What follows belongs to an exercise in optimizing a design on an open flow for a short achievable clock period and few clock cycles; a production flow would make more cautious choices.
The RTL was checked by simulation tests, not by an equivalence proof against the original design.
No driver is modelled on the clock port, so clock power and skew are understated where the tree is cut down; a real chip needs a root buffer or a tree.
Power is estimated from default activity; no workload was simulated.

## core_risc_v
module core_risc_v #(parameter DATA_WIDTH = 32, parameter ADDR_WIDTH = 32)(
	input clk_O,
	input rst,
	output [(ADDR_WIDTH-1):0] PC,
	input [31:0] Instr_out,
	input [(DATA_WIDTH-1):0] data_o_map,
	output MemWrite,
	output MemRead,
	output [(ADDR_WIDTH-1):0] Result,
	output [(DATA_WIDTH-1):0] rd2
);
Size in the first run: about 160 I/O pins, about 130,000 um2 of cells after synthesis.
Settings: LEC_CHECK=0, ABC_CLOCK_PERIOD_IN_PS=5000, CAP_MARGIN=20, CORE_MARGIN=2, CORE_UTILIZATION=60, CTS_CLUSTER_DIAMETER=80, CTS_CLUSTER_SIZE=30, PLACE_DENSITY=0.7, SLEW_MARGIN=20, SYNTH_HIERARCHICAL=1; clock period 25.0 ns.
standard.sh (not shown) runs the stock make flow with config.mk's settings and CLKGATE_MAP_FILE= SYNTH_SCRIPT=/design/flow/synth_recipe.tcl, a recipe that flattens the netlist after the stock synthesis.
==> flow/flow/run.sh <==
#!/bin/bash
# Layout flow: the standard ORFS flow (standard synthesis unchanged), with
#  - a larger repair_timing setup margin so that the optimiser keeps improving
#    paths that already meet the 25 ns constraint,
#  - unrestricted cell footprints for sizing and buf_4 port buffers,
#  - after global placement, each register that drives an output port moved
#    next to that port's buffer (legalised by the flow's detailed placement),
#  - the clock tree built by flow/clock_tree.tcl (balanced 3-level tree,
#    lower insertion delay than TritonCTS's H-tree) instead of ORFS's CTS;
#    global routing, detailed routing and finishing are ORFS's.
set -uo pipefail
VARS=(SETUP_SLACK_MARGIN=19 MATCH_CELL_FOOTPRINT=0 "BUFFER_PORTS_ARGS=-buffer_cell sky130_fd_sc_hd__buf_4")
RES=$PWD/orfs/results/sky130hd/core_risc_v/base
PLAT=$FLOW_HOME/platforms/sky130hd
bash standard.sh synth > synth.log 2>&1 || exit 1
bash standard.sh 3_3_place_gp "${VARS[@]}" > place_gp.log 2>&1 || exit 1
MOVE_IN=$RES/3_3_place_gp.odb MOVE_OUT=$RES/3_3_place_gp.odb \
  openroad -no_init -exit flow/move_out_ffs.tcl > move.log 2>&1 || exit 1
bash standard.sh place "${VARS[@]}" > place.log 2>&1 || exit 1
DONT_USE=$(sed -n '/^export DONT_USE_CELLS/,/^$/p' $PLAT/config.mk | grep -o 'sky130_fd_sc_hd__[a-z0-9_]*' | sort -u | tr '\n' ' ')
CTS_IN=$RES/3_place.odb CTS_SDC=$RES/3_place.sdc \
CTS_OUT=$RES/4_1_cts.odb CTS_SDC_OUT=$RES/4_cts.sdc \
LEAF_SIZE=17 MIDS=16 ROOTS=4 \
LEAF_CELL=sky130_fd_sc_hd__clkbuf_16 MID_CELL=sky130_fd_sc_hd__clkbuf_16 \
PLATFORM_DIR=$PLAT LIB=$PLAT/lib/sky130_fd_sc_hd__tt_025C_1v80.lib \
DONT_USE="$DONT_USE" SETUP_MARGIN=19 \
  openroad -no_init -exit flow/clock_tree.tcl > clock_tree.log 2>&1 || exit 1
bash standard.sh finish "${VARS[@]}" > layout.log 2>&1
Other scripts of this flow, unchanged in this note and not shown: flow/flow/clock_tree.tcl, flow/flow/move_out_ffs.tcl
Testbench counts at the start, summed over its fixed seeds: cycles 50,867.
Rerun with:
--- a/flow/design.v
+++ b/flow/design.v
@@ -764,24 +764,20 @@
 wire eq_dd  = (rd1_d == rd2_d);
 wire eq_1z  = (rd1_d == rz2_d);
 wire eq_z2  = (rz1_d == rd2_d);
 wire eq_zz  = (rs1_d == 5'd2) == (rs2_d == 5'd2);
 wire eqr_d  = rv1_d ? (rv2_d ? eq_dd : eq_1z) : (rv2_d ? eq_z2 : eq_zz);
 wire brdy_d = bcond_d && raw1_d && raw2_d;
 wire btk_d  = f3_d[0] ? ~eqr_d : eqr_d;
-wire jrdy_d = isJALR_d && raw1_d;
-wire jok_d  = rv1_d ? (rd1_d == jchk_d) : (rz1_d == jchk_d);
-wire [31:0] jt_d = rr1_d + immI_d;
 wire rjal_d  = isJAL_d && !pn_is_tgt_d;
 wire rbr_d   = brdy_d && (btk_d ? !pn_is_tgt_d : !pn_is_pc4_d);
 wire rbtfn_d = bcond_d && !brdy_d && !hit_d && immB_d[31];
-wire rjr_d   = jrdy_d && !jok_d;
-wire redir_d = v_d && (rjal_d || rbr_d || rbtfn_d || rjr_d);
+wire redir_d = v_d && (rjal_d || rbr_d || rbtfn_d);
 wire rnt_d   = rbr_d && !btk_d;             
-wire [31:0] rdt_d = rjr_d ? jt_d : rnt_d ? pc4_d : tgt_d;
+wire [31:0] rdt_d = rnt_d ? pc4_d : tgt_d;
 wire [31:0] A   = f1_e ? res_m : op1_e;
 wire [31:0] B2  = f2_e ? res_m : op2_e;
 wire [31:0] B   = srcB_e ? imm_e : B2;
 wire [31:0] sum   = A + B;
 wire [31:0] diff  = A - B;
 wire        lt_u  = (A < B);
 wire        lt_s  = (A[31] ^ B[31]) ? A[31] : lt_u;
@@ -839,15 +835,15 @@
 		pc_d  <= pc_f;
 		pn_d  <= pn_f;
 		hit_d <= f_hit;
 	end
 	begin
 		pc4_e     <= pc4_d;
 		tgt_e     <= tgt_d;
-		jchk_e    <= (redir_d && rjr_d) ? rr1_d : jchk_d;
+		jchk_e    <= jchk_d;
 		pn_is_pc4_e <= redir_d ? (rnt_d | off4_d) : pn_is_pc4_d;
 		pn_is_tgt_e <= redir_d ? (~rnt_d | off4_d) : pn_is_tgt_d;
 		imm_e     <= imm_d;
 		idres_e   <= idres_d;
 		op1_e     <= op1_d;
 		op2_e     <= op2_d;
 		f1_e      <= f1_d;
What happened: Worst setup slack improves by 26 ps; sequential power decreases by about 3%; via count shrinks by 4.1%; combinational power decreases by 25%; synthesized area decreases by 1.8%; sequential share of layout area goes up by 1.4 points; routed wire length shrinks by 5.5%; core utilization decreases by 0.74 points.
Testbench counts after the change, summed over its fixed seeds: cycles 50,989.
No run of this note takes its clock network from TritonCTS; it comes from the design's own scripts or RTL.

---

job 101:
Another version of the RTL of core_risc_v (not shown whole).
Size in the first run: about 9900 cells after synthesis, ~160 I/O pins, roughly 130000 µm² of cells after synthesis.
Design core_risc_v, start of the top module:
module core_risc_v #(parameter DATA_WIDTH = 32, parameter ADDR_WIDTH = 32)(
	input clk_O,
	input rst,
	output [(ADDR_WIDTH-1):0] PC,
	input [31:0] Instr_out,
	input [(DATA_WIDTH-1):0] data_o_map,
	output MemWrite,
	output MemRead,
	output [(ADDR_WIDTH-1):0] Result,
	output [(DATA_WIDTH-1):0] rd2
);
export LEC_CHECK = 0
export ABC_CLOCK_PERIOD_IN_PS = 5000
export CAP_MARGIN = 20
export CORE_MARGIN = 2
export CORE_UTILIZATION = 60
export CTS_CLUSTER_DIAMETER = 80
export CTS_CLUSTER_SIZE = 30
export PLACE_DENSITY = 0.7
export SLEW_MARGIN = 20
export SYNTH_HIERARCHICAL = 1
create_clock -name core_clock -period 25.0 [get_ports {clk_O}]
Scripts as last shown in full above: flow/flow/run.sh
Other scripts of this flow, unchanged in this note and not shown: flow/flow/clock_tree.tcl, flow/flow/move_out_ffs.tcl
Testbench counts of job 101, summed over its fixed seeds: cycles 51,191.
[inputs] job 102 vs job 101
--- a/flow/design.v
+++ b/flow/design.v
@@ -657,19 +657,18 @@
 reg        mr_m, we_m, isMul_m;
 reg [31:0] wbv;
 reg [4:0]  rd_w;
 reg        we_w;
 wire [31:0] res_m = ~res_mn;
 reg [31:0] pc_o, res_o;
 reg        mw_o, mr_o;
 reg [4:0]  rd_m;
 reg [31:0] rf [1:31];
-reg [31:1] rfv;
 reg              btb_v   [0:BTB_N-1];
 reg [BTB_TW-1:0] btb_tag [0:BTB_N-1];
 reg [BTB_LB-1:0] btb_tgt [0:BTB_N-1];
 reg              bu_en, bu_v;
 reg [BTB_TW-1:0] bu_tag;
 reg [BTB_PW-1:0] btb_ptr;               
 reg [BTB_LB-1:0] bu_tgt;
 assign PC       = pc_o;
 assign Result   = res_o;
@@ -729,20 +728,20 @@
 wire op_slt_d  = alu_d & (sel_d == 5'b00010);
 wire op_sltu_d = alu_d & (sel_d == 5'b00011);
 wire op_xor_d  = alu_d & (sel_d == 5'b00100);
 wire op_srl_d  = alu_d & ((sel_d == 5'b00101) | (sel_d == 5'b01101));
 wire op_or_d   = alu_d & (sel_d == 5'b00110);
 wire op_and_d  = alu_d & (sel_d == 5'b00111);
 wire isMul_d   = isR_d & (sel_d == 5'b10000);
 wire op_id_d   = isJAL_d | isJALR_d | isLUI_d | isAUIPC_d;
 wire [31:0] idres_d = isLUI_d ? immU_d : isAUIPC_d ? tgt_d : pc4_d;
-wire [31:0] rr1_d = rfv[rs1_d] ? rf[rs1_d] : (rs1_d == 5'd2) ? RESET_SP : 32'd0;
-wire [31:0] rr2_d = rfv[rs2_d] ? rf[rs2_d] : (rs2_d == 5'd2) ? RESET_SP : 32'd0;
+wire [31:0] rr1_d = rf[rs1_d];
+wire [31:0] rr2_d = rf[rs2_d];
 wire        bp1_d = we_m && (rd_m == rs1_d);
 wire        bp2_d = we_m && (rd_m == rs2_d);
 wire        bw1_d = we_w && (rd_w == rs1_d);
 wire        bw2_d = we_w && (rd_w == rs2_d);
 wire [31:0] op1_d = (rs1_d == 5'd0) ? 32'd0 : bp1_d ? mval : bw1_d ? wbv : rr1_d;
 wire [31:0] op2_d = (rs2_d == 5'd0) ? 32'd0 : bp2_d ? mval : bw2_d ? wbv : rr2_d;
 wire        f1_d  = we_e && v_e && (rd_e == rs1_d);
 wire        f2_d  = we_e && v_e && (rd_e == rs2_d);
 wire stall_d = v_d && v_e && we_e && (isL_e || isMul_e) &&
@@ -809,18 +808,20 @@
 		bu_en <= v_e && (ctl_e || ~pn_is_pc4_e);
 	end
 end
 always @(posedge clk_O) begin
 	if (!stall_d) begin
 		ir_d  <= Instr_out;
 		pc_d  <= pc_f;
 		pn_d  <= pn_f;
 		hit_d <= f_hit;
+	end
+	begin
 		pc4_e     <= pc4_d;
 		tgt_e     <= tgt_d;
 		jchk_e    <= jchk_d;
 		pn_is_pc4_e <= redir_d ? off4_d : pn_is_pc4_d;
 		pn_is_tgt_e <= redir_d ? 1'b1 : pn_is_tgt_d;
 		imm_e     <= imm_d;
 		idres_e   <= idres_d;
 		op1_e     <= op1_d;
 		op2_e     <= op2_d;
@@ -850,41 +851,39 @@
 		op_srl_e  <= op_srl_d;
 		op_or_e   <= op_or_d;
 		op_and_e  <= op_and_d;
 		op_id_e   <= op_id_d;
 		ctl_e     <= isB_d | isJAL_d | isJALR_d;
 		btag_e    <= pc_d[2 +: BTB_TW];
 	end
 	res_mn <= ~alu_res;
 	pc_o  <= rst ? RESET_PC : pc_nx;
-	if (v_e && (isL_e || isS_e))
-		res_o <= alu_res;
+	res_o  <= rst ? 32'd0 : alu_res;
 	res_mx <= alu_res;
 	mw_o  <= v_e && isS_e;
 	mr_o  <= v_e && isL_e;
 	st_m  <= B2;
 	rd_m  <= rd_e;
 	mrows_m <= mrows_e;
 	wbv   <= mval;
 	rd_w  <= rd_m;
 	bu_tag <= btag_e;
 	bu_tgt <= rtgt_e[BTB_LB-1:0];
 	bu_v   <= ctl_e & (taken_e | isJALR_e | ~isB_e);
 end
+integer r;
 always @(posedge clk_O or posedge rst) begin
-	if (rst)
-		rfv <= 31'd0;
-	else if (we_w)
-		rfv[rd_w] <= 1'b1;
-end
-always @(posedge clk_O) begin
-	if (we_w)
+	if (rst) begin
+		for (r = 1; r < 32; r = r + 1)
+			rf[r] <= (r == 2) ? RESET_SP : 32'd0;
+	end else if (we_w) begin
 		rf[rd_w] <= wbv;
+	end
 end
 reg [BTB_N-1:0] u_way;
 integer j;
 always @* begin
 	for (j = 0; j < BTB_N; j = j + 1)
 		u_way[j] = btb_v[j] && (btb_tag[j] == bu_tag);
 end
 wire u_hit = |u_way;
 wire u_alloc = bu_en && !u_hit && bu_v;
Findings:
- Global-route usage ends up lower on job 101.
- No stage failed in job 102, and the final checks on the layout all came back clean.
- The run showing the greater fraction of the cycle the final worst path needs is job 101.
- Job 102 does better than job 101 on total non-filler cell area in the finished layout.
- Job 102 ends up with a area growth from synthesis to final layout that is 0.36 points higher than in job 101.
- The higher cell total after placement of job 102 and job 101 is in job 102.
Testbench counts of job 102, summed over its fixed seeds: cycles 51,191.
No run of this note takes its clock network from TritonCTS; it comes from the design's own scripts or RTL.

---

gamma:
core_risc_v, a different RTL version from the one above (not shown whole).
For scale: ~160 I/O pins.
Design core_risc_v, start of the top module:
module core_risc_v #(parameter DATA_WIDTH = 32, parameter ADDR_WIDTH = 32)(
	input clk_O,
	input rst,
	output [(ADDR_WIDTH-1):0] PC,
	input [31:0] Instr_out,
	input [(DATA_WIDTH-1):0] data_o_map,
	output MemWrite,
	output MemRead,
	output [(ADDR_WIDTH-1):0] Result,
	output [(DATA_WIDTH-1):0] rd2
);
Settings: LEC_CHECK=0, ABC_CLOCK_PERIOD_IN_PS=5000, CAP_MARGIN=20, CORE_MARGIN=2, CORE_UTILIZATION=60, CTS_CLUSTER_DIAMETER=80, CTS_CLUSTER_SIZE=30, PLACE_DENSITY=0.7, SLEW_MARGIN=20, SYNTH_HIERARCHICAL=1; clock period 25.0 ns.
Scripts as last shown in full above: flow/flow/run.sh
Other scripts of this flow, unchanged in this note and not shown: flow/flow/clock_tree.tcl, flow/flow/move_out_ffs.tcl
Testbench counts of gamma, summed over its fixed seeds: cycles 51,191.
### gamma -> epsilon
--- a/flow/design.v
+++ b/flow/design.v
@@ -811,14 +811,16 @@
 end
 always @(posedge clk_O) begin
 	if (!stall_d) begin
 		ir_d  <= Instr_out;
 		pc_d  <= pc_f;
 		pn_d  <= pn_f;
 		hit_d <= f_hit;
+	end
+	begin
 		pc4_e     <= pc4_d;
 		tgt_e     <= tgt_d;
 		jchk_e    <= jchk_d;
 		pn_is_pc4_e <= redir_d ? off4_d : pn_is_pc4_d;
 		pn_is_tgt_e <= redir_d ? 1'b1 : pn_is_tgt_d;
 		imm_e     <= imm_d;
 		idres_e   <= idres_d;
==> comparison <==
Leakage power total: gamma and epsilon compared, lower one is epsilon
Compared to gamma, epsilon has delay of the slowest cell on the worst path 0.02 ns lower.
epsilon and gamma ended up with roughly the same clock power.
Compared with gamma, in epsilon insertion delay of the later-clocked pin in the worst-skew pair level; multi-input combinational area share moved up; multi-input logic cell count moved down; core area moved down; horizontal die dimension moved down.
[compare] base=gamma new=epsilon: core utilization of the finished layout shows an increase of 0.27 points; wire length on met1 -3.6%; aggregate routed wire length dropped 19,000 um; design area shows a reduction of 0.0039 sq mm.
Testbench counts of epsilon, summed over its fixed seeds: cycles 51,191.
No run of this note takes its clock network from TritonCTS; it comes from the design's own scripts or RTL.

---

## before
Another version of the RTL of core_risc_v (not shown whole).
Size in the first run: roughly 9800 cells after synthesis, ~160 I/O pins.
## core_risc_v
module core_risc_v #(parameter DATA_WIDTH = 32, parameter ADDR_WIDTH = 32)(
	input clk_O,
	input rst,
	output [(ADDR_WIDTH-1):0] PC,
	input [31:0] Instr_out,
	input [(DATA_WIDTH-1):0] data_o_map,
	output MemWrite,
	output MemRead,
	output [(ADDR_WIDTH-1):0] Result,
	output [(DATA_WIDTH-1):0] rd2
);
localparam [31:0] RESET_PC = 32'h0040_0000;
localparam [31:0] RESET_SP = 32'h7FFF_EFFC;
localparam BTB_N  = 16;                 
localparam BTB_PW = 4;                  
localparam BTB_TW = 14;                 
localparam BTB_LB = 14;                 
reg [31:0] pc_f;
reg        v_d;
reg [31:0] ir_d, pc_d, pn_d;
reg        hit_d;
reg        v_e;
reg [31:0] pc4_e, tgt_e, jchk_e, imm_e, idres_e, op1_e, op2_e;
reg [4:0]  rd_e;
reg        we_e, isB_e, isJAL_e, isJALR_e, isL_e, isS_e, isMul_e, srcB_e;
reg        f3eq_e, f3ne_e, pn_is_pc4_e, pn_is_tgt_e;
reg        f1_e, f2_e;                  
reg [31:0] mop1_en, mop2_en;
reg        mf1_en, mf2_en;
reg [31:0] res_mx;                      
reg        op_add_e, op_sub_e, op_sll_e, op_slt_e, op_sltu_e, op_xor_e,
           op_srl_e, op_or_e, op_and_e, op_id_e;
reg        ctl_e;                       
reg [BTB_TW-1:0] btag_e;
reg [31:0] res_mn, st_m, ms_m, mc_m;    
reg        mr_m, we_m, isMul_m;
reg [31:0] wbv;
  ...
==> flow/config.mk <==
export PLATFORM = sky130hd
export DESIGN_NAME = core_risc_v
export DESIGN_NICKNAME = core_risc_v
export VERILOG_FILES = /design/flow/design.v
export SDC_FILE = /design/flow/constraint.sdc
export NUM_CORES = 8
export LEC_CHECK = 0
export ABC_CLOCK_PERIOD_IN_PS = 5000
export CAP_MARGIN = 20
export CORE_MARGIN = 2
export CORE_UTILIZATION = 60
export CTS_CLUSTER_DIAMETER = 80
export CTS_CLUSTER_SIZE = 30
export PLACE_DENSITY = 0.7
export SLEW_MARGIN = 20
export SYNTH_HIERARCHICAL = 1
==> flow/constraint.sdc <==
create_clock -name core_clock -period 25.0 [get_ports {clk_O}]
set_input_delay 5.0000 -clock core_clock [delete_from_list [all_inputs] [get_ports {clk_O}]]
set_output_delay 5.0000 -clock core_clock [all_outputs]
set_load 0.01 [all_outputs]
Scripts as last shown in full above: flow/flow/run.sh
Other scripts of this flow, unchanged in this note and not shown: flow/flow/clock_tree.tcl, flow/flow/move_out_ffs.tcl
before reached the end of the flow, and the finished layout is clean on the timing, design-rule and antenna checks.
Testbench counts of before, summed over its fixed seeds: cycles 51,191.
diff inputs: before => after
--- a/flow/design.v
+++ b/flow/design.v
@@ -516,23 +516,20 @@
 reg        f1_e, f2_e;                  
 reg [31:0] mop1_en, mop2_en;
 reg        mf1_en, mf2_en;
 reg [31:0] res_mx;                      
 reg        op_add_e, op_sub_e, op_sll_e, op_slt_e, op_sltu_e, op_xor_e,
            op_srl_e, op_or_e, op_and_e, op_id_e;
 reg        ctl_e;                       
 reg [BTB_TW-1:0] btag_e;
 reg [31:0] res_mn, st_m, ms_m, mc_m;    
 reg        mr_m, we_m, isMul_m;
-reg [31:0] wbv;
-reg [4:0]  rd_w;
-reg        we_w;
 wire [31:0] res_m = ~res_mn;
 reg [31:0] pc_o, res_o;
 reg        mw_o, mr_o;
 reg [4:0]  rd_m;
 reg [31:0] rf [1:31];
 reg [31:1] rfv;
 reg              btb_v   [0:BTB_N-1];
 reg [BTB_TW-1:0] btb_tag [0:BTB_N-1];
 reg [BTB_LB-1:0] btb_tgt [0:BTB_N-1];
 reg              bu_en, bu_v;
@@ -600,24 +597,22 @@
 wire op_srl_d  = alu_d & ((sel_d == 5'b00101) | (sel_d == 5'b01101));
 wire op_or_d   = alu_d & (sel_d == 5'b00110);
 wire op_and_d  = alu_d & (sel_d == 5'b00111);
 wire isMul_d   = isR_d & (sel_d == 5'b10000);
 wire op_id_d   = isJAL_d | isJALR_d | isLUI_d | isAUIPC_d;
 wire [31:0] idres_d = isLUI_d ? immU_d : isAUIPC_d ? tgt_d : pc4_d;
 wire [31:0] rr1_d = rfv[rs1_d] ? rf[rs1_d] : (rs1_d == 5'd2) ? RESET_SP : 32'd0;
 wire [31:0] rr2_d = rfv[rs2_d] ? rf[rs2_d] : (rs2_d == 5'd2) ? RESET_SP : 32'd0;
 wire        bp1_d = we_m && (rd_m == rs1_d);
 wire        bp2_d = we_m && (rd_m == rs2_d);
-wire        bw1_d = we_w && (rd_w == rs1_d);
-wire        bw2_d = we_w && (rd_w == rs2_d);
-wire [31:0] op1_d = (rs1_d == 5'd0) ? 32'd0 : bp1_d ? mval : bw1_d ? wbv : rr1_d;
-wire [31:0] op2_d = (rs2_d == 5'd0) ? 32'd0 : bp2_d ? mval : bw2_d ? wbv : rr2_d;
+wire [31:0] op1_d = (rs1_d == 5'd0) ? 32'd0 : bp1_d ? mval : rr1_d;
+wire [31:0] op2_d = (rs2_d == 5'd0) ? 32'd0 : bp2_d ? mval : rr2_d;
 wire        f1_d  = we_e && v_e && (rd_e == rs1_d);
 wire        f2_d  = we_e && v_e && (rd_e == rs2_d);
 wire stall_d = v_d && v_e && we_e && (isL_e || isMul_e) &&
                ((use1_d && rd_e == rs1_d) || (use2_d && rd_e == rs2_d));
 wire [31:0] jchk_d = pn_d - imm_d;
 wire [31:0] dpn_d    = pn_d - pc_d;
 wire pn_is_pc4_d = (dpn_d == 32'd4);
 wire pn_is_tgt_d = (dpn_d == poff_d);
 wire bcond_d     = isB_d & (f3_d[2:1] == 2'b00);           
 wire redir_d     = v_d && !hit_d && (isJAL_d || (bcond_d && immB_d[31]));
@@ -654,33 +649,31 @@
 mul_stage1 MUL1(.a(MA), .b(MB), .s(ms_e), .c(mc_e));
 wire [31:0] pc_nx = mis_e ? rtgt_e : stall_d ? pc_f : redir_d ? tgt_d : pn_f;
 always @(posedge clk_O or posedge rst) begin
 	if (rst) begin
 		pc_f    <= RESET_PC;
 		v_d     <= 1'b0;
 		v_e     <= 1'b0;
 		mr_m    <= 1'b0;
 		we_m    <= 1'b0;
 		isMul_m <= 1'b0;
-		we_w    <= 1'b0;
 		bu_en   <= 1'b0;
 	end else begin
 		pc_f <= pc_nx;
 		if (mis_e)
 			v_d <= 1'b0;
 		else if (!stall_d)
 			v_d <= !redir_d;
 		v_e <= v_d && !mis_e && !stall_d;
 		mr_m    <= v_e && isL_e;
 		we_m    <= v_e && we_e;
 		isMul_m <= v_e && isMul_e;
-		we_w    <= we_m;
 		bu_en <= v_e && (ctl_e || ~pn_is_pc4_e);
 	end
 end
 always @(posedge clk_O) begin
 	if (!stall_d) begin
 		ir_d  <= Instr_out;
 		pc_d  <= pc_f;
 		pn_d  <= pn_f;
 		hit_d <= f_hit;
 		pc4_e     <= pc4_d;
@@ -725,36 +718,34 @@
 	res_mn <= ~alu_res;
 	pc_o  <= rst ? RESET_PC : pc_nx;
 	res_o <= alu_res;
 	if (isMul_d)
 		res_mx <= alu_res;
 	mw_o  <= v_e && isS_e;
 	mr_o  <= v_e && isL_e;
 	st_m  <= B2;
 	rd_m  <= rd_e;
 	ms_m  <= ms_e;
-	wbv   <= mval;
-	rd_w  <= rd_m;
 	mc_m  <= mc_e;
 	bu_tag <= btag_e;
 	bu_tgt <= rtgt_e[BTB_LB-1:0];
 	bu_v   <= ctl_e & (taken_e | isJALR_e | ~isB_e);
 end
 always @(posedge clk_O or posedge rst) begin
 	if (rst)
 		rfv <= 31'd0;
-	else if (we_w)
-		rfv[rd_w] <= 1'b1;
+	else if (we_m)
+		rfv[rd_m] <= 1'b1;
 end
 always @(posedge clk_O) begin
-	if (we_w)
-		rf[rd_w] <= wbv;
+	if (we_m)
+		rf[rd_m] <= mval;
 end
 reg [BTB_N-1:0] u_way;
 integer j;
 always @* begin
 	for (j = 0; j < BTB_N; j = j + 1)
 		u_way[j] = btb_v[j] && (btb_tag[j] == bu_tag);
 end
 wire u_hit = |u_way;
 wire u_alloc = bu_en && !u_hit && bu_v;
 always @(posedge clk_O or posedge rst) begin
==> run summary <==
- after finished every step from synthesis to the final layout, and the layout passed the timing, design-rule and antenna checks.
- before was carried through to the last stage, and its layout satisfied the timing, design-rule and antenna checks.
- Looking at final period demand of the worst path across both flows, after is the stronger of the two, with before trailing.
- before → after: share of power burned in combinational logic lost 0.4 points; layout overhead on the synthesized area lost 0.26 points.
- As of after, number of logic inverters in the finished layout had fallen slightly compared to before.
- Diff before -> after: largest stage delay on the critical path level, setup slack at placement grew by 0.046 ns.
- Path depth of the worst reg2reg path for after: 1 up relative to before
Testbench counts of after, summed over its fixed seeds: cycles 51,191.
No run of this note takes its clock network from TritonCTS; it comes from the design's own scripts or RTL.

[re-timing with driven ports]
The results above use ideal ports. As a check the final layouts listed here were re-extracted and re-timed, cells and wires unchanged.
Step 1: set_driving_cell puts a clkbuf_16 on clk_O and a buf_2 on each other input, an assumption about the parent block.
Step 2 also shifts input and output timing later by t, the mid clock arrival at the registers, as if the neighbouring blocks saw the same clock.
Three values: ideal, step 1, step 2; two values: the first two.
| run | t, ns | slack for setup (ns) | slew at the worst register clock pin (ns) |
|---|---|---|---|
| the first run of note 1 | 0.833 | 18.843 / 18.648 / 18.378 | 0.11 / 0.11 |
| the second run of note 1 | 0.827 | 18.869 / 18.685 / 18.284 | 0.10 / 0.10 |
| job 101 | 0.808 | 18.809 / 18.610 / 18.478 | 0.11 / 0.11 |
| job 102 | 0.828 | 18.904 / 18.698 / 18.344 | 0.11 / 0.11 |
| gamma | 0.801 | 18.890 / 18.696 / 18.459 | 0.09 / 0.09 |
| epsilon | 0.799 | 18.915 / 18.722 / 18.520 | 0.09 / 0.09 |
| before | 0.822 | 18.863 / 18.656 / 18.567 | 0.11 / 0.11 |
| after | 0.794 | 18.889 / 18.707 / 18.382 | 0.10 / 0.10 |
After both steps setup and hold are still met in every run listed. For the second run of note 1, which loses most, drivers alone change the setup slack by -0.184 ns; drivers and shift together by -0.585 ns. Setup slack includes reset recovery checks.
